Context: an optimization exercise on an open-source flow, tuned for small area, a short achievable clock period and few clock cycles per item. The choices shown serve that exercise and are no tape-out recipe. At most, simulation tests tie the RTL to the original design; equivalence was not proved. The clock port is modelled as an ideal driver, which makes a skipped or thinned clock tree look cheaper than it is; a real chip needs a root buffer or a tree. Power is estimated from default activity; no workload was simulated.

## P
==> module sys, before the edit <==
module sys (
	clk,
	reset,
	addr,
	din,
	dout,
	req,
	wr,
	rdy,
	seed0,
	seed1,
	seed2,
	seed3,
	range
);
input           clk, reset;
input   [63:0]  din;
output  [63:0]  dout;
output  [63:0]  addr;
input   [63:0]  seed0, seed1, seed2, seed3;
output          req;
output          wr;
input           rdy;
input   [63:0]  range;
reg     [63:0]  s0, s1, s2, s3;      
reg             wr_n;                
reg     [15:0]  k_n;                 
reg             rr;                  
reg     [15:0]  h;                   
reg     [18:0]  xc;                  
localparam [15:0] X0 = 16'h0404;
localparam [15:0] X1 = 16'h0808;
localparam [15:0] X2 = 16'h0ef1;
localparam [15:0] X3 = 16'h1010;
localparam [15:0] X4 = 16'h1ae5;
localparam [15:0] X5 = 16'h1de2;
localparam [15:0] X6 = 16'h2020;
localparam [15:0] X7 = 16'h2b2b;
localparam [15:0] X8 = 16'h35ca;
localparam [15:0] X9 = 16'h4040;
localparam [15:0] X10 = 16'h43bc;
localparam [15:0] X11 = 16'h46b9;
localparam [15:0] X12 = 16'h4d4d;
localparam [15:0] X13 = 16'h5353;
localparam [15:0] X14 = 16'h5656;
localparam [15:0] X15 = 16'h5959;
localparam [15:0] X16 = 16'h5ca3;
localparam [15:0] X17 = 16'h728d;
localparam [15:0] X18 = 16'h7887;
reg     [63:0]  addr_r;
reg     [63:0]  dout_r;
reg             req_r;
reg             wr_r;
reg     [6:0]   gq;                  
wire    [63:0]  xpat;
genvar          i;
assign xpat[0] = xc[7];
assign xpat[1] = xc[0];
assign xpat[2] = xc[16];
assign xpat[3] = xc[10];
assign xpat[4] = xc[14];
assign xpat[5] = xc[1];
assign xpat[6] = xc[11];
assign xpat[7] = xc[18];
assign xpat[8] = xc[13];
assign xpat[9] = xc[3];
assign xpat[10] = xc[17];
assign xpat[11] = xc[2];
assign xpat[12] = xc[15];
assign xpat[13] = xc[6];
assign xpat[14] = xc[4];
assign xpat[15] = xc[5];
assign xpat[16] = xc[0];
assign xpat[17] = xc[16];
assign xpat[18] = xc[10];
assign xpat[19] = xc[14];
assign xpat[20] = xc[1];
assign xpat[21] = xc[11];
assign xpat[22] = xc[18];
assign xpat[23] = xc[13];
assign xpat[24] = xc[3];
assign xpat[25] = xc[17];
assign xpat[26] = xc[2];
assign xpat[27] = xc[15];
assign xpat[28] = xc[6];
assign xpat[29] = xc[4];
assign xpat[30] = xc[5];
assign xpat[31] = xc[12];
assign xpat[32] = xc[16];
assign xpat[33] = xc[10];
assign xpat[34] = xc[14];
assign xpat[35] = xc[1];
assign xpat[36] = xc[11];
assign xpat[37] = xc[18];
assign xpat[38] = xc[13];
assign xpat[39] = xc[3];
assign xpat[40] = xc[17];
assign xpat[41] = xc[2];
assign xpat[42] = xc[15];
assign xpat[43] = xc[6];
assign xpat[44] = xc[4];
assign xpat[45] = xc[5];
assign xpat[46] = xc[12];
assign xpat[47] = xc[9];
assign xpat[48] = xc[10];
assign xpat[49] = xc[14];
assign xpat[50] = xc[1];
assign xpat[51] = xc[11];
assign xpat[52] = xc[18];
assign xpat[53] = xc[13];
assign xpat[54] = xc[3];
assign xpat[55] = xc[17];
assign xpat[56] = xc[2];
assign xpat[57] = xc[15];
assign xpat[58] = xc[6];
assign xpat[59] = xc[4];
assign xpat[60] = xc[5];
assign xpat[61] = xc[12];
assign xpat[62] = xc[9];
assign xpat[63] = xc[8];
wire    [63:0]  cur;
integer         c;
generate
	for (i = 0; i < 4; i = i + 1) begin : g_cur
		assign cur[16*i +: 16] =
			(s0[16*i +: 16] & {16{h[4*i]}})   | (s1[16*i +: 16] & {16{h[4*i+1]}}) |
			(s2[16*i +: 16] & {16{h[4*i+2]}}) | (s3[16*i +: 16] & {16{h[4*i+3]}});
	end
endgenerate
wire    [63:0]  carry;
generate
	for (i = 0; i < 64; i = i + 1) begin : g_carry
		if (i < 8)
			assign carry[i] = &{1'b1, din[i - i%8 +: 8] | (8'hff << (i%8))};
		else
			assign carry[i] = &gq[i/8-1:0] & &(din[i - i%8 +: 8] | (8'hff << (i%8)));
	end
	for (i = 0; i < 7; i = i + 1) begin : g_gq
		always @(posedge clk)
			gq[i] <= &din[8*i+7:8*i];
	end
endgenerate
always @(posedge clk) begin
	if (reset) begin
		s0 <= seed0;
		s1 <= seed1;
		s2 <= seed2;
		s3 <= seed3;
	end
	if (reset) begin
		wr_n <= 1'b0;
		k_n  <= 16'd1;
	end
	else if (rdy) begin
		wr_n <= ~wr_n;
		if (!wr_n && h[3])
			k_n <= {k_n[14:0], k_n[15]};
	end
	rr     <= ~reset & rdy & ~wr_n;
	for (c = 0; c < 4; c = c + 1)
		if (reset)
			h[4*c +: 4] <= 4'b0001;
		else if (rr)
			h[4*c +: 4] <= {h[4*c +: 3], h[4*c+3]};
	xc[0] <= |(k_n & X0);
	xc[1] <= |(k_n & X1);
	xc[2] <= |(k_n & X2);
	xc[3] <= |(k_n & X3);
	xc[4] <= |(k_n & X4);
	xc[5] <= |(k_n & X5);
	xc[6] <= |(k_n & X6);
	xc[7] <= |(k_n & X7);
	xc[8] <= |(k_n & X8);
	xc[9] <= |(k_n & X9);
	xc[10] <= |(k_n & X10);
	xc[11] <= |(k_n & X11);
	xc[12] <= |(k_n & X12);
	xc[13] <= |(k_n & X13);
	xc[14] <= |(k_n & X14);
	xc[15] <= |(k_n & X15);
	xc[16] <= |(k_n & X16);
	xc[17] <= |(k_n & X17);
	xc[18] <= |(k_n & X18);
	req_r  <= ~reset;
	wr_r   <= wr_n;
	addr_r <= (cur ^ xpat) & range;
	dout_r <= din ^ carry;
end
assign req  = req_r;
assign wr   = wr_r;
assign addr = addr_r;
assign dout = dout_r;
endmodule
clock: 3.2 ns
lec_check: 0
abc_clock_period_in_ps: 1300
cap_margin: 20
core_margin: 2
core_utilization: 65
place_density: 0.8
setup_slack_margin: 1.8
slew_margin: 20
standard.sh (not shown) runs the stock make flow with config.mk's settings and CLKGATE_MAP_FILE= SYNTH_SCRIPT=/design/flow/synth_recipe.tcl, a recipe that flattens the netlist after the stock synthesis.
==> flow/flow/run.sh <==
#!/bin/bash
# Standard ORFS layout with two changes:
#  - port buffers are buf_1 cells (buffer_ports otherwise picks
#    clkdlybuf4s50_1, a slow delay cell);
#  - the clock tree is built by flow/cts.tcl (two buffer levels) instead of
#    TritonCTS (three levels of buffers): two levels of clock inverters,
#    which lowers the clock latency.
# Each step's full output goes to make_<step>.log here; ORFS's own logs are
# under orfs/logs.
set -euo pipefail
here=$(pwd)
export CTREE_TCL=$here/flow/ctree.tcl
export PULL_TCL=$here/flow/pull.tcl
A=(BUFFER_PORTS_ARGS="-buffer_cell sky130_fd_sc_hd__buf_1")
bash standard.sh "${A[@]}" place > make_place.log 2>&1
bash standard.sh "${A[@]}" run RUN_SCRIPT="$here/flow/cts.tcl" RUN_LOG_NAME_STEM=4_1_cts > make_cts.log 2>&1
bash standard.sh "${A[@]}" finish > make_finish.log 2>&1
Other scripts of this flow, unchanged in this note and not shown: flow/flow/ctree.tcl, flow/flow/cts.tcl, flow/flow/pull.tcl
diff inputs: P => Q
--- a/flow/design.v
+++ b/flow/design.v
@@ -50,9 +50,9 @@
 reg     [63:0]  addr_r;
 reg     [63:0]  dout_r;
 reg             req_r;
 reg             wr_r;
-reg     [6:0]   gq;                  
+reg     [14:0]  gq;                  
 wire    [63:0]  xpat;
 genvar          i;
 assign xpat[0] = xc[7];
 assign xpat[1] = xc[0];
@@ -129,16 +129,16 @@
 endgenerate
 wire    [63:0]  carry;
 generate
 	for (i = 0; i < 64; i = i + 1) begin : g_carry
-		if (i < 8)
-			assign carry[i] = &{1'b1, din[i - i%8 +: 8] | (8'hff << (i%8))};
+		if (i < 4)
+			assign carry[i] = &{1'b1, din[i - i%4 +: 4] | (4'hf << (i%4))};
 		else
-			assign carry[i] = &gq[i/8-1:0] & &(din[i - i%8 +: 8] | (8'hff << (i%8)));
+			assign carry[i] = &gq[i/4-1:0] & &(din[i - i%4 +: 4] | (4'hf << (i%4)));
 	end
-	for (i = 0; i < 7; i = i + 1) begin : g_gq
+	for (i = 0; i < 15; i = i + 1) begin : g_gq
 		always @(posedge clk)
-			gq[i] <= &din[8*i+7:8*i];
+			gq[i] <= &din[4*i+3:4*i];
 	end
 endgenerate
 always @(posedge clk) begin
 	if (reset) begin
Notes after the runs:
- Comparing global-route wire length before repair for P and Q, the bigger number came from P.
- Relative to P, the fraction of final layout cells sized beyond drive strength 1 of Q is higher by 5.3 points.
- Summary of the comparison: starting density of the core is higher in Q, relative to P.
- Count of cells resized by post-cts repair sits higher in Q than in P.
- Total power: Q worse than P
- | post-detailed-routing wire length | Q vs P | better |
- A highest-delay cell along the critical path of and3_1 is what P shows, while dfxtp_2 belongs to Q.
- Compared with P, the detailed router inserted fewer vias in Q.
- Status: later-pin clock latency in the skew report parity (Q, P)
Function was not checked in any run of this note: the RTL went through the layout flow alone. In every run of this note, the design's own scripts or RTL, not TritonCTS, make the clock network.

* * *

## build 16
Another version of the RTL of sys (not shown whole).
For scale: roughly 1100 cells after synthesis, roughly 430 flip-flops, about 520 I/O pins, ~0.016 mm2 of cells after synthesis.
==> module sys, before the edit <==
module sys (
	clk,
	reset,
	addr,
	din,
	dout,
	req,
	wr,
	rdy,
	seed0,
	seed1,
	seed2,
	seed3,
	range
);
input           clk, reset;
input   [63:0]  din;
output  [63:0]  dout;
output  [63:0]  addr;
input   [63:0]  seed0, seed1, seed2, seed3;
output          req;
output          wr;
input           rdy;
input   [63:0]  range;
reg     [63:0]  s0, s1, s2, s3;      
reg             wr_n;                
reg     [3:0]   k_n;                 
reg             rr;                  
reg     [15:0]  h;                   
reg     [18:0]  xc;                  
localparam [15:0] X0 = 16'h0404;
localparam [15:0] X1 = 16'h0808;
localparam [15:0] X2 = 16'h0ef1;
localparam [15:0] X3 = 16'h1010;
localparam [15:0] X4 = 16'h1ae5;
localparam [15:0] X5 = 16'h1de2;
localparam [15:0] X6 = 16'h2020;
localparam [15:0] X7 = 16'h2b2b;
localparam [15:0] X8 = 16'h35ca;
localparam [15:0] X9 = 16'h4040;
localparam [15:0] X10 = 16'h43bc;
localparam [15:0] X11 = 16'h46b9;
localparam [15:0] X12 = 16'h4d4d;
localparam [15:0] X13 = 16'h5353;
localparam [15:0] X14 = 16'h5656;
localparam [15:0] X15 = 16'h5959;
localparam [15:0] X16 = 16'h5ca3;
localparam [15:0] X17 = 16'h728d;
localparam [15:0] X18 = 16'h7887;
reg     [63:0]  addr_r;
reg     [63:0]  dout_r;
reg             req_r;
reg             wr_r;
reg     [6:0]   gq;                  
wire    [63:0]  xpat;
assign xpat[0] = xc[7];
assign xpat[1] = xc[0];
assign xpat[2] = xc[16];
assign xpat[3] = xc[10];
assign xpat[4] = xc[14];
assign xpat[5] = xc[1];
assign xpat[6] = xc[11];
assign xpat[7] = xc[18];
assign xpat[8] = xc[13];
assign xpat[9] = xc[3];
assign xpat[10] = xc[17];
assign xpat[11] = xc[2];
assign xpat[12] = xc[15];
assign xpat[13] = xc[6];
assign xpat[14] = xc[4];
assign xpat[15] = xc[5];
assign xpat[16] = xc[0];
assign xpat[17] = xc[16];
assign xpat[18] = xc[10];
assign xpat[19] = xc[14];
assign xpat[20] = xc[1];
assign xpat[21] = xc[11];
assign xpat[22] = xc[18];
assign xpat[23] = xc[13];
assign xpat[24] = xc[3];
assign xpat[25] = xc[17];
assign xpat[26] = xc[2];
assign xpat[27] = xc[15];
assign xpat[28] = xc[6];
assign xpat[29] = xc[4];
assign xpat[30] = xc[5];
assign xpat[31] = xc[12];
assign xpat[32] = xc[16];
assign xpat[33] = xc[10];
assign xpat[34] = xc[14];
assign xpat[35] = xc[1];
assign xpat[36] = xc[11];
assign xpat[37] = xc[18];
assign xpat[38] = xc[13];
assign xpat[39] = xc[3];
assign xpat[40] = xc[17];
assign xpat[41] = xc[2];
assign xpat[42] = xc[15];
assign xpat[43] = xc[6];
assign xpat[44] = xc[4];
assign xpat[45] = xc[5];
assign xpat[46] = xc[12];
assign xpat[47] = xc[9];
assign xpat[48] = xc[10];
assign xpat[49] = xc[14];
assign xpat[50] = xc[1];
assign xpat[51] = xc[11];
assign xpat[52] = xc[18];
assign xpat[53] = xc[13];
assign xpat[54] = xc[3];
assign xpat[55] = xc[17];
assign xpat[56] = xc[2];
assign xpat[57] = xc[15];
assign xpat[58] = xc[6];
assign xpat[59] = xc[4];
assign xpat[60] = xc[5];
assign xpat[61] = xc[12];
assign xpat[62] = xc[9];
assign xpat[63] = xc[8];
wire    [63:0]  cur;
genvar          i;
integer         c;
generate
	for (i = 0; i < 4; i = i + 1) begin : g_cur
		assign cur[16*i +: 16] =
			(s0[16*i +: 16] & {16{h[4*i]}})   | (s1[16*i +: 16] & {16{h[4*i+1]}}) |
			(s2[16*i +: 16] & {16{h[4*i+2]}}) | (s3[16*i +: 16] & {16{h[4*i+3]}});
	end
endgenerate
wire    [63:0]  carry;
generate
	for (i = 0; i < 64; i = i + 1) begin : g_carry
		if (i < 8)
			assign carry[i] = &{1'b1, din[i - i%8 +: 8] | (8'hff << (i%8))};
		else
			assign carry[i] = &gq[i/8-1:0] & &(din[i - i%8 +: 8] | (8'hff << (i%8)));
	end
	for (i = 0; i < 7; i = i + 1) begin : g_gq
		always @(posedge clk)
			gq[i] <= &din[8*i+7:8*i];
	end
endgenerate
always @(posedge clk) begin
	if (reset) begin
		s0 <= seed0;
		s1 <= seed1;
		s2 <= seed2;
		s3 <= seed3;
	end
	if (reset) begin
		wr_n <= 1'b0;
		k_n  <= 4'd0;
	end
	else if (rdy) begin
		wr_n <= ~wr_n;
		if (!wr_n && h[3])
			k_n <= k_n + 4'd1;
	end
	rr     <= ~reset & rdy & ~wr_n;
	for (c = 0; c < 4; c = c + 1)
		if (reset)
			h[4*c +: 4] <= 4'b0001;
		else if (rr)
			h[4*c +: 4] <= {h[4*c +: 3], h[4*c+3]};
	xc[0] <= X0[k_n];
	xc[1] <= X1[k_n];
	xc[2] <= X2[k_n];
	xc[3] <= X3[k_n];
	xc[4] <= X4[k_n];
	xc[5] <= X5[k_n];
	xc[6] <= X6[k_n];
	xc[7] <= X7[k_n];
	xc[8] <= X8[k_n];
	xc[9] <= X9[k_n];
	xc[10] <= X10[k_n];
	xc[11] <= X11[k_n];
	xc[12] <= X12[k_n];
	xc[13] <= X13[k_n];
	xc[14] <= X14[k_n];
	xc[15] <= X15[k_n];
	xc[16] <= X16[k_n];
	xc[17] <= X17[k_n];
	xc[18] <= X18[k_n];
	req_r  <= ~reset;
	wr_r   <= wr_n;
	addr_r <= (cur ^ xpat) & range;
	dout_r <= din ^ carry;
end
assign req  = req_r;
assign wr   = wr_r;
assign addr = addr_r;
assign dout = dout_r;
endmodule
Settings: LEC_CHECK=0, CAP_MARGIN=20, CORE_MARGIN=2, CORE_UTILIZATION=65, PLACE_DENSITY=0.8, SETUP_SLACK_MARGIN=1.8, SLEW_MARGIN=20; clock period 3.2 ns.
Scripts as last shown in full above: flow/flow/run.sh
Other scripts of this flow, unchanged in this note and not shown: flow/flow/ctree.tcl, flow/flow/cts.tcl, flow/flow/pull.tcl
Testbench counts of build 16, summed over its fixed seeds: cycles 128,027, items 16,000.
#### Input delta (build 78 over build 16)
-- flow/design.v --
<<< build 16, line 25
reg     [63:0]  s0, s1, s2, s3;      
reg             wr_n;                
reg     [3:0]   k_n;                 
reg             rr;                  
reg     [15:0]  h;                   
>>> build 78, line 25
reg     [63:0]  s0, s1, s2, s3;      
reg             wr_n;                
reg     [7:0]   k_n;                 
reg             rr;                  
reg     [15:0]  h;                   
<<< build 16, line 54
reg     [6:0]   gq;                  
wire    [63:0]  xpat;
assign xpat[0] = xc[7];
assign xpat[1] = xc[0];
>>> build 78, line 54
reg     [6:0]   gq;                  
wire    [63:0]  xpat;
genvar          i;
wire    [15:0]  kd;
assign kd[0] = ~k_n[7] & ~k_n[0];
assign kd[8] =  k_n[7] &  k_n[0];
generate
	for (i = 1; i < 8; i = i + 1) begin : g_kd
		assign kd[i]     =  k_n[i-1] & ~k_n[i];
		assign kd[i + 8] = ~k_n[i-1] &  k_n[i];
	end
endgenerate
assign xpat[0] = xc[7];
assign xpat[1] = xc[0];
<<< build 16, line 119
assign xpat[63] = xc[8];
wire    [63:0]  cur;
genvar          i;
integer         c;
generate
>>> build 78, line 129
assign xpat[63] = xc[8];
wire    [63:0]  cur;
integer         c;
generate
<<< build 16, line 150
	if (reset) begin
		wr_n <= 1'b0;
		k_n  <= 4'd0;
	end
	else if (rdy) begin
		wr_n <= ~wr_n;
		if (!wr_n && h[3])
			k_n <= k_n + 4'd1;
	end
	rr     <= ~reset & rdy & ~wr_n;
>>> build 78, line 159
	if (reset) begin
		wr_n <= 1'b0;
		k_n  <= 8'd0;
	end
	else if (rdy) begin
		wr_n <= ~wr_n;
		if (!wr_n && h[3])
			k_n <= {k_n[6:0], ~k_n[7]};
	end
	rr     <= ~reset & rdy & ~wr_n;
<<< build 16, line 163
		else if (rr)
			h[4*c +: 4] <= {h[4*c +: 3], h[4*c+3]};
	xc[0] <= X0[k_n];
	xc[1] <= X1[k_n];
	xc[2] <= X2[k_n];
	xc[3] <= X3[k_n];
	xc[4] <= X4[k_n];
	xc[5] <= X5[k_n];
	xc[6] <= X6[k_n];
	xc[7] <= X7[k_n];
	xc[8] <= X8[k_n];
	xc[9] <= X9[k_n];
	xc[10] <= X10[k_n];
	xc[11] <= X11[k_n];
	xc[12] <= X12[k_n];
	xc[13] <= X13[k_n];
	xc[14] <= X14[k_n];
	xc[15] <= X15[k_n];
	xc[16] <= X16[k_n];
	xc[17] <= X17[k_n];
	xc[18] <= X18[k_n];
	req_r  <= ~reset;
	wr_r   <= wr_n;
>>> build 78, line 172
		else if (rr)
			h[4*c +: 4] <= {h[4*c +: 3], h[4*c+3]};
	xc[0] <= |(kd & X0);
	xc[1] <= |(kd & X1);
	xc[2] <= |(kd & X2);
	xc[3] <= |(kd & X3);
	xc[4] <= |(kd & X4);
	xc[5] <= |(kd & X5);
	xc[6] <= |(kd & X6);
	xc[7] <= |(kd & X7);
	xc[8] <= |(kd & X8);
	xc[9] <= |(kd & X9);
	xc[10] <= |(kd & X10);
	xc[11] <= |(kd & X11);
	xc[12] <= |(kd & X12);
	xc[13] <= |(kd & X13);
	xc[14] <= |(kd & X14);
	xc[15] <= |(kd & X15);
	xc[16] <= |(kd & X16);
	xc[17] <= |(kd & X17);
	xc[18] <= |(kd & X18);
	req_r  <= ~reset;
	wr_r   <= wr_n;
==> comparison <==
For build 16, the critical path's slowest cell was dfxtp_4, unlike build 78, where it was or4_1. Sequential cell area in the final layout for build 78: 0.95% up relative to build 16. Delta (build 78 minus build 16): average via count per standard cell -about 3.6%; core footprint saw little to no change; proportion of total power due to net switching went up 0.29 points. Between build 16 and build 78, largest net degree at the start of global routing decreased. Fmax | build 78 vs build 16 | build 78 slower. Relative to build 16, ratio of cells with drive above 1 in the final layout has increased by 3.8 points in build 78. Part of the power in the clock network: build 78 vs build 16 down 0.3 points. Wire length per cell after detailed routing (build 78 vs. build 16) decreases slightly. The post-synthesis sequential area ratio on build 78 is in line with that on build 16. Compared with build 16, in build 78 critical path depth shrank by 1; sequential power rose about 0.9%; minimum period implied by the final worst setup slack went up 93 ps.
No functional check of the RTL was part of build 78. No run of this note takes its clock network from TritonCTS; it comes from the design's own scripts or RTL.

-- static timing again, ports no longer ideal --
How much do the figures lean on ideal ports? The routed layouts below were timed once more, with nothing changed but the port constraints.
Step 1 assumes that a clkbuf_16 drives the clock port and a buf_2 every other input.
Step 2, shift: input delay + t, output delay - t, t = (earliest + latest rising clock arrival at the registers) / 2. This alone moves slack from input paths to output paths.
Slacks: ideal ports / drivers / drivers and shift; pairs: ideal ports / drivers.
run | shift t [ns] | slack for setup (ns) | worst hold slack (ns) | worst register clock-pin slew, ns | pins driven straight from the clock port
P | 0.453 | 1.740 / 1.554 / 1.503 | 0.446 / 0.373 / 0.446 | 0.07 / 0.08 | 4
Q | 0.444 | 1.720 / 1.582 / 1.512 | 0.428 / 0.379 / 0.429 | 0.07 / 0.08 | 4
build 16 | 0.446 | 1.757 / 1.587 / 1.550 | 0.402 / 0.377 / 0.403 | 0.07 / 0.07 | 4
build 78 | 0.447 | 1.664 / 1.589 / 1.578 | 0.411 / 0.376 / 0.412 | 0.07 / 0.07 | 4
After both steps setup and hold are still met in every run listed. The setup slack of P, which loses most, moves by -0.186 ns with the drivers and by -0.237 ns with both steps.
